Context: an optimization exercise on an open-source flow, tuned for small area. The choices shown serve that exercise and are no tape-out recipe. Function was checked by simulation only, so behaviour that the tests miss may differ from the original. Power figures rest on the tool's default switching activity, not on a simulated workload.

==> inputs of v22 <==
Design vga_status_overlay, start of the top module:
module vga_status_overlay #(
    parameter signed [15:0] TEMP_Q15_COLD = 16'sd4096,
    parameter signed [15:0] TEMP_Q15_HOT  = 16'sd16384
)(
    input  wire        pix_clk,
    input  wire        rst,
    input  wire [9:0]  hcount,
    input  wire [9:0]  vcount,
    input  wire        active_video,
    input  wire        frame_tick,
    input  wire [11:0] rgb_bg,
    input  wire  signed [15:0] sample_q15,
    input  wire  signed [15:0] duty_q15,
    input  wire         fan_temp_on,
    input  wire         fan_manual_on,
    input  wire         fan_pir_on,
    input  wire         fan_on,
    input  wire [7:0]   uart_tx_byte,
    input  wire         uart_tx_vld,
    input  wire         byte_accepted,
    input  wire  signed [15:0] theta_q15,
    input  wire         pir_active,
    input  wire         pir_rise,
    input  wire  signed [15:0] enc_pos,
    input  wire                enc_step_pulse,
    input  wire                enc_dir,
    input  wire        sw_temp_en,
    input  wire        sw_manual_en,
    input  wire        sw_pir_en,
    output reg  [11:0] rgb_out
);
    wire [9:0] h = hcount;
    wire [9:0] v = vcount;
    reg rst_q, rst_qq;
    always @(posedge pix_clk) begin
        rst_q  <= rst;
        rst_qq <= rst_q;
    end
  ...
Settings: LEC_CHECK=0, ABC_AREA=1, CAP_MARGIN=20, CORE_MARGIN=2, CORE_UTILIZATION=55, SLEW_MARGIN=20; clock period 20.0 ns.
standard.sh (not shown) runs the stock make flow with config.mk's settings and CLKGATE_MAP_FILE= SYNTH_SCRIPT=/design/flow/synth_recipe.tcl, a recipe that flattens the netlist after the stock synthesis.
==> flow/flow/run.sh <==
#!/bin/bash
# Layout flow: the standard ORFS flow (standard.sh) with these changes:
#  - synthesis: no adder/half-adder cell extraction (ADDER_MAP_FILE empty),
#    and an area-oriented ABC mapping script (five rounds of
#    dc2; &dch -f; &nf -a -R 3000 -F 12 -A 12). The rest of synthesis is the standard script
#    (synth_recipe.tcl), so the registers and their names are those of the
#    standard synthesis;
#  - plain buf_1 cells as port buffers (every input and output port still
#    gets its own buffer; repair_design resizes them where needed);
#  - clock tree synthesis with clkbuf_8 cells, small clusters and no dummy
#    loads.
# Each tool's full output goes to a log file in this folder (ORFS also keeps
# its per-step logs under orfs/logs).
set -euo pipefail
here=$(pwd)
rm -rf "$here/scripts_area"
cp -r "$FLOW_HOME/scripts" "$here/scripts_area"
round='strash\ndc2\n&get -n\n&st\n&dch -f\n&nf -R 3000 -a -F 12 -A 12\n&put\n'
printf "${round}${round}${round}${round}${round}topo\nstime -c\n" > "$here/scripts_area/abc_area.script"
cp "$here/scripts_area/abc_area.script" "$here/scripts_area/abc_speed.script"
SCRIPTS_DIR="$here/scripts_area" ADDER_MAP_FILE= bash standard.sh synth > flow_synth.log 2>&1
export BUFFER_PORTS_ARGS="-buffer_cell sky130_fd_sc_hd__buf_1"
export CTS_ARGS="-sink_clustering_enable -repair_clock_nets -dont_use_dummy_load -buf_list sky130_fd_sc_hd__clkbuf_8 -sink_clustering_size 16 -sink_clustering_max_diameter 60"
bash standard.sh > flow_layout.log 2>&1
==> v9: changes against v22 <==
--- a/flow/design.v
+++ b/flow/design.v
@@ -606,99 +606,105 @@
                 {5'd10, 3'd5}: font8 = 8'b01000010;  
                 {5'd10, 3'd6}: font8 = 8'b01000010;  
                 {5'd11, 3'd1}: font8 = 8'b01000010;  
                 {5'd11, 3'd2}: font8 = 8'b01100010;  
                 {5'd11, 3'd3}: font8 = 8'b01010010;  
                 {5'd11, 3'd4}: font8 = 8'b01001010;  
                 {5'd11, 3'd5}: font8 = 8'b01000110;  
                 {5'd11, 3'd6}: font8 = 8'b01000010;  
-                {5'd12, 3'd1}: font8 = 8'b01111100;  
+                {5'd12, 3'd1}: font8 = 8'b00111100;  
                 {5'd12, 3'd2}: font8 = 8'b01000010;  
-                {5'd12, 3'd3}: font8 = 8'b01111100;  
-                {5'd12, 3'd4}: font8 = 8'b01000000;  
-                {5'd12, 3'd5}: font8 = 8'b01000000;  
-                {5'd12, 3'd6}: font8 = 8'b01000000;  
+                {5'd12, 3'd3}: font8 = 8'b01000010;  
+                {5'd12, 3'd4}: font8 = 8'b01000010;  
+                {5'd12, 3'd5}: font8 = 8'b01000010;  
+                {5'd12, 3'd6}: font8 = 8'b00111100;  
                 {5'd13, 3'd1}: font8 = 8'b01111100;  
                 {5'd13, 3'd2}: font8 = 8'b01000010;  
                 {5'd13, 3'd3}: font8 = 8'b01111100;  
-                {5'd13, 3'd4}: font8 = 8'b01001000;  
-                {5'd13, 3'd5}: font8 = 8'b01000100;  
-                {5'd13, 3'd6}: font8 = 8'b01000010;  
-                {5'd14, 3'd1}: font8 = 8'b00111110;  
-                {5'd14, 3'd2}: font8 = 8'b01000000;  
-                {5'd14, 3'd3}: font8 = 8'b00111100;  
-                {5'd14, 3'd4}: font8 = 8'b00000010;  
-                {5'd14, 3'd5}: font8 = 8'b00000010;  
-                {5'd14, 3'd6}: font8 = 8'b01111100;  
-                {5'd15, 3'd1}: font8 = 8'b01111110;  
-                {5'd15, 3'd2}: font8 = 8'b00011000;  
-                {5'd15, 3'd3}: font8 = 8'b00011000;  
-                {5'd15, 3'd4}: font8 = 8'b00011000;  
-                {5'd15, 3'd5}: font8 = 8'b00011000;  
-                {5'd15, 3'd6}: font8 = 8'b00011000;  
-                {5'd16, 3'd1}: font8 = 8'b01000010;  
-                {5'd16, 3'd2}: font8 = 8'b01000010;  
-                {5'd16, 3'd3}: font8 = 8'b01000010;  
-                {5'd16, 3'd4}: font8 = 8'b00100100;  
-                {5'd16, 3'd5}: font8 = 8'b00100100;  
+                {5'd13, 3'd4}: font8 = 8'b01000000;  
+                {5'd13, 3'd5}: font8 = 8'b01000000;  
+                {5'd13, 3'd6}: font8 = 8'b01000000;  
+                {5'd14, 3'd1}: font8 = 8'b01111100;  
+                {5'd14, 3'd2}: font8 = 8'b01000010;  
+                {5'd14, 3'd3}: font8 = 8'b01111100;  
+                {5'd14, 3'd4}: font8 = 8'b01001000;  
+                {5'd14, 3'd5}: font8 = 8'b01000100;  
+                {5'd14, 3'd6}: font8 = 8'b01000010;  
+                {5'd15, 3'd1}: font8 = 8'b00111110;  
+                {5'd15, 3'd2}: font8 = 8'b01000000;  
+                {5'd15, 3'd3}: font8 = 8'b00111100;  
+                {5'd15, 3'd4}: font8 = 8'b00000010;  
+                {5'd15, 3'd5}: font8 = 8'b00000010;  
+                {5'd15, 3'd6}: font8 = 8'b01111100;  
+                {5'd16, 3'd1}: font8 = 8'b01111110;  
+                {5'd16, 3'd2}: font8 = 8'b00011000;  
+                {5'd16, 3'd3}: font8 = 8'b00011000;  
+                {5'd16, 3'd4}: font8 = 8'b00011000;  
+                {5'd16, 3'd5}: font8 = 8'b00011000;  
                 {5'd16, 3'd6}: font8 = 8'b00011000;  
                 {5'd17, 3'd1}: font8 = 8'b01000010;  
-                {5'd17, 3'd2}: font8 = 8'b00100100;  
-                {5'd17, 3'd3}: font8 = 8'b00011000;  
-                {5'd17, 3'd4}: font8 = 8'b00011000;  
-                {5'd17, 3'd5}: font8 = 8'b00011000;  
+                {5'd17, 3'd2}: font8 = 8'b01000010;  
+                {5'd17, 3'd3}: font8 = 8'b01000010;  
+                {5'd17, 3'd4}: font8 = 8'b00100100;  
+                {5'd17, 3'd5}: font8 = 8'b00100100;  
                 {5'd17, 3'd6}: font8 = 8'b00011000;  
+                {5'd18, 3'd1}: font8 = 8'b01000010;  
+                {5'd18, 3'd2}: font8 = 8'b00100100;  
+                {5'd18, 3'd3}: font8 = 8'b00011000;  
+                {5'd18, 3'd4}: font8 = 8'b00011000;  
+                {5'd18, 3'd5}: font8 = 8'b00011000;  
+                {5'd18, 3'd6}: font8 = 8'b00011000;  
                 default: font8 = 8'd0;
             endcase
         end
     endfunction
     function [4:0] leg_char;
         input [7:0] q;
         case (q)
-            8'd87: leg_char = 5'd15;
-            8'd88: leg_char = 5'd15;
-            8'd89: leg_char = 5'd1;
-            8'd90: leg_char = 5'd1;
+            8'd87: leg_char = 5'd16;
+            8'd88: leg_char = 5'd16;
+            8'd89: leg_char = 5'd12;
+            8'd90: leg_char = 5'd12;
             8'd91: leg_char = 5'd8;
             8'd92: leg_char = 5'd8;
-            8'd107: leg_char = 5'd15;
-            8'd108: leg_char = 5'd15;
+            8'd107: leg_char = 5'd16;
+            8'd108: leg_char = 5'd16;
             8'd109: leg_char = 5'd10;
             8'd110: leg_char = 5'd10;
-            8'd111: leg_char = 5'd12;
-            8'd112: leg_char = 5'd12;
-            8'd127: leg_char = 5'd14;
-            8'd128: leg_char = 5'd14;
-            8'd129: leg_char = 5'd13;
-            8'd130: leg_char = 5'd13;
-            8'd131: leg_char = 5'd16;
-            8'd132: leg_char = 5'd16;
-            8'd147: leg_char = 5'd14;
-            8'd148: leg_char = 5'd14;
-            8'd149: leg_char = 5'd17;
-            8'd150: leg_char = 5'd17;
-            8'd151: leg_char = 5'd14;
-            8'd152: leg_char = 5'd14;
+            8'd111: leg_char = 5'd13;
+            8'd112: leg_char = 5'd13;
+            8'd127: leg_char = 5'd15;
+            8'd128: leg_char = 5'd15;
+            8'd129: leg_char = 5'd14;
+            8'd130: leg_char = 5'd14;
+            8'd131: leg_char = 5'd17;
+            8'd132: leg_char = 5'd17;
+            8'd147: leg_char = 5'd15;
+            8'd148: leg_char = 5'd15;
+            8'd149: leg_char = 5'd18;
+            8'd150: leg_char = 5'd18;
+            8'd151: leg_char = 5'd15;
+            8'd152: leg_char = 5'd15;
             default: leg_char = 5'd0;
         endcase
     endfunction
     function [4:0] fan_char;
         input [6:0] q;
         case (q)
             7'd41: fan_char = 5'd10;
             7'd42: fan_char = 5'd6;
             7'd43: fan_char = 5'd11;
-            7'd51: fan_char = 5'd15;
+            7'd51: fan_char = 5'd16;
             7'd52: fan_char = 5'd7;
             7'd53: fan_char = 5'd10;
-            7'd54: fan_char = 5'd12;
-            7'd61: fan_char = 5'd12;
+            7'd54: fan_char = 5'd13;
+            7'd61: fan_char = 5'd13;
             7'd62: fan_char = 5'd9;
-            7'd63: fan_char = 5'd13;
+            7'd63: fan_char = 5'd14;
             7'd71: fan_char = 5'd8;
             7'd72: fan_char = 5'd6;
             7'd73: fan_char = 5'd11;
             default: fan_char = 5'd0;
         endcase
     endfunction
     function [4:0] t60_char;
         input [6:0] q;
==> flow/flow/run.sh (replaced) <==
#!/bin/bash
# Layout flow: the standard ORFS flow (standard.sh) with these changes:
#  - synthesis: no adder/half-adder cell extraction (ADDER_MAP_FILE empty),
#    and an area-oriented ABC mapping script (five rounds of
#    dc2; &dch -f; &nf -a). The rest of synthesis is the standard script
#    (synth_recipe.tcl), so the registers and their names are those of the
#    standard synthesis;
#  - plain buf_1 cells as port buffers (every input and output port still
#    gets its own buffer; repair_design resizes them where needed);
#  - clock tree synthesis with clkbuf_8 cells, small clusters and no dummy
#    loads.
# Each tool's full output goes to a log file in this folder (ORFS also keeps
# its per-step logs under orfs/logs).
set -euo pipefail
here=$(pwd)
rm -rf "$here/scripts_area"
cp -r "$FLOW_HOME/scripts" "$here/scripts_area"
round='strash\ndc2\n&get -n\n&st\n&dch -f\n&nf -R 1000 -a\n&put\n'
printf "${round}${round}${round}${round}${round}topo\nstime -c\n" > "$here/scripts_area/abc_area.script"
cp "$here/scripts_area/abc_area.script" "$here/scripts_area/abc_speed.script"
SCRIPTS_DIR="$here/scripts_area" ADDER_MAP_FILE= bash standard.sh synth > flow_synth.log 2>&1
export BUFFER_PORTS_ARGS="-buffer_cell sky130_fd_sc_hd__buf_1"
export CTS_ARGS="-sink_clustering_enable -repair_clock_nets -dont_use_dummy_load -buf_list sky130_fd_sc_hd__clkbuf_8 -sink_clustering_size 16 -sink_clustering_max_diameter 60"
bash standard.sh > flow_layout.log 2>&1
- CORE_UTILIZATION: 55 -> 40
==> v10: changes against v22 <==
==> flow/flow/run.sh (replaced) <==
#!/bin/bash
# Layout flow: the standard ORFS flow (standard.sh) with these changes:
#  - synthesis: no adder/half-adder cell extraction (ADDER_MAP_FILE empty),
#    and an area-oriented ABC mapping script: five rounds of
#    dc2; &dch -f; &nf -a -R 3000 -F 12 -A 12 (area mapping), with AIG
#    optimisation by &deepsyn -J 100 -S 1 (fixed seed and stop rule) before
#    the first and the third. The rest of synthesis is the standard script
#    (synth_recipe.tcl), so the registers and their names are those of the
#    standard synthesis;
#  - plain buf_1 cells as port buffers (every input and output port still
#    gets its own buffer; repair_design resizes them where needed);
#  - clock tree synthesis with clkbuf_8 cells, small clusters and no dummy
#    loads.
# Each tool's full output goes to a log file in this folder (ORFS also keeps
# its per-step logs under orfs/logs).
set -euo pipefail
here=$(pwd)
rm -rf "$here/scripts_area"
cp -r "$FLOW_HOME/scripts" "$here/scripts_area"
round='strash\ndc2\n&get -n\n&st\n&dch -f\n&nf -R 3000 -a -F 12 -A 12\n&put\n'
deep='strash\n&get -n\n&deepsyn -J 100 -S 1\n&put\n'
printf "${deep}${round}${round}${deep}${round}${round}${round}topo\nstime -c\n" > "$here/scripts_area/abc_area.script"
cp "$here/scripts_area/abc_area.script" "$here/scripts_area/abc_speed.script"
SCRIPTS_DIR="$here/scripts_area" ADDER_MAP_FILE= bash standard.sh synth > flow_synth.log 2>&1
export BUFFER_PORTS_ARGS="-buffer_cell sky130_fd_sc_hd__buf_1"
export CTS_ARGS="-sink_clustering_enable -repair_clock_nets -dont_use_dummy_load -buf_list sky130_fd_sc_hd__clkbuf_8 -sink_clustering_size 20 -sink_clustering_max_diameter 60"
bash standard.sh > flow_layout.log 2>&1
==> flow_summary.yaml <==
run_status:
  status: "no timing/DRC/antenna violations"
power:
  powerComb_uw: 261
critical_path:
  crit_family: "compound AO/OA/AOI/OAI gates"
  critical_path_depth: 44
routing:
  totalWireLength_microns: 38200
  drt-wirelength-per-cell_microns: 16.8
worst_hold_path:
  hp-start: "st_s0[5]$_DFF_P_"
  whs_endpoint: "st_s1[5]$_DFF_P_"
clock_tree:
  numCtsBuffers: 23
  clk_transition_reported_paths_ns: 0.05
die:
  die_area_sq_mm: 0.0337
place:
  place.gp.congestion: 0.980
logic_synthesis:
  synth.area.top_cells: "dfxtp_1 (38%), nand2_1 (7.3%), nor2_1 (6.7%), a21oi_1 (5.5%), o21ai_0 (4.5%)"
[end of results for v9]
==> flow_summary.yaml <==
worst_hold_path:
  hp-start: "smp_s0[12]$_DFF_P_"
routing:
  drt-wirelength-per-cell_microns: 16.1
  totalWireLength_microns: 34600
  top_layer: "met4"
place:
  place.gp.congestion: 1.02
critical_path:
  crit_family: "simple AND/OR/NAND/NOR gates"
clock_tree:
  clk_transition_reported_paths_ns: 0.09
  numCtsBuffers: 22
power:
  powerComb_uw: 227
run_status:
  status: "no timing/DRC/antenna violations"
[end of results for v22]
==> flow_summary.yaml <==
critical_path:
  crit_family: "compound AO/OA/AOI/OAI gates"
  critical_path_depth: 44
place:
  place.gp.congestion: 1.02
clock_tree:
  numCtsBuffers: 19
  clk_transition_reported_paths_ns: 0.09
run_status:
  status: "no timing/DRC/antenna violations"
die:
  die_area_sq_mm: 0.0233
routing:
  totalWireLength_microns: 32600
  drt-wirelength-per-cell_microns: 16.9
logic_synthesis:
  synth.area.top_cells: "dfxtp_1 (41%), a21oi_1 (5.0%), nand2_1 (4.8%), nor2_1 (4.8%), o21ai_0 (4.1%)"
  synthFlopType: "dfxtp_1"
worst_hold_path:
  hp-start: "smp_s0[8]$_DFF_P_"
[end of results for v10]

## re-timing with driven ports
How much do the figures lean on ideal ports? The routed layouts below were timed once more, with nothing changed but the port constraints.
Step 1 assumes that a clkbuf_16 drives the clock port and a buf_2 every other input.
Step 2, shift: input delay + t, output delay - t, t = (earliest + latest rising clock arrival at the registers) / 2. This alone moves slack from input paths to output paths.
Three values: ideal ports, drivers, drivers and shift; two values: the first two.
run	shift t [ns]	setup slack, ns	latest minus earliest clock arrival (ns)	worst register clock-pin slew, ns
v22	0.559	1.948 / 1.881 / 1.881	0.074 / 0.074	0.10 / 0.10
v9	0.598	1.987 / 1.951 / 1.951	0.095 / 0.095	0.10 / 0.10
v10	0.548	1.279 / 1.247 / 1.247	0.059 / 0.059	0.11 / 0.11
After both steps every run listed still meets setup and hold. For v22, which loses most, drivers alone change the setup slack by -0.067 ns; drivers and shift together by -0.067 ns.
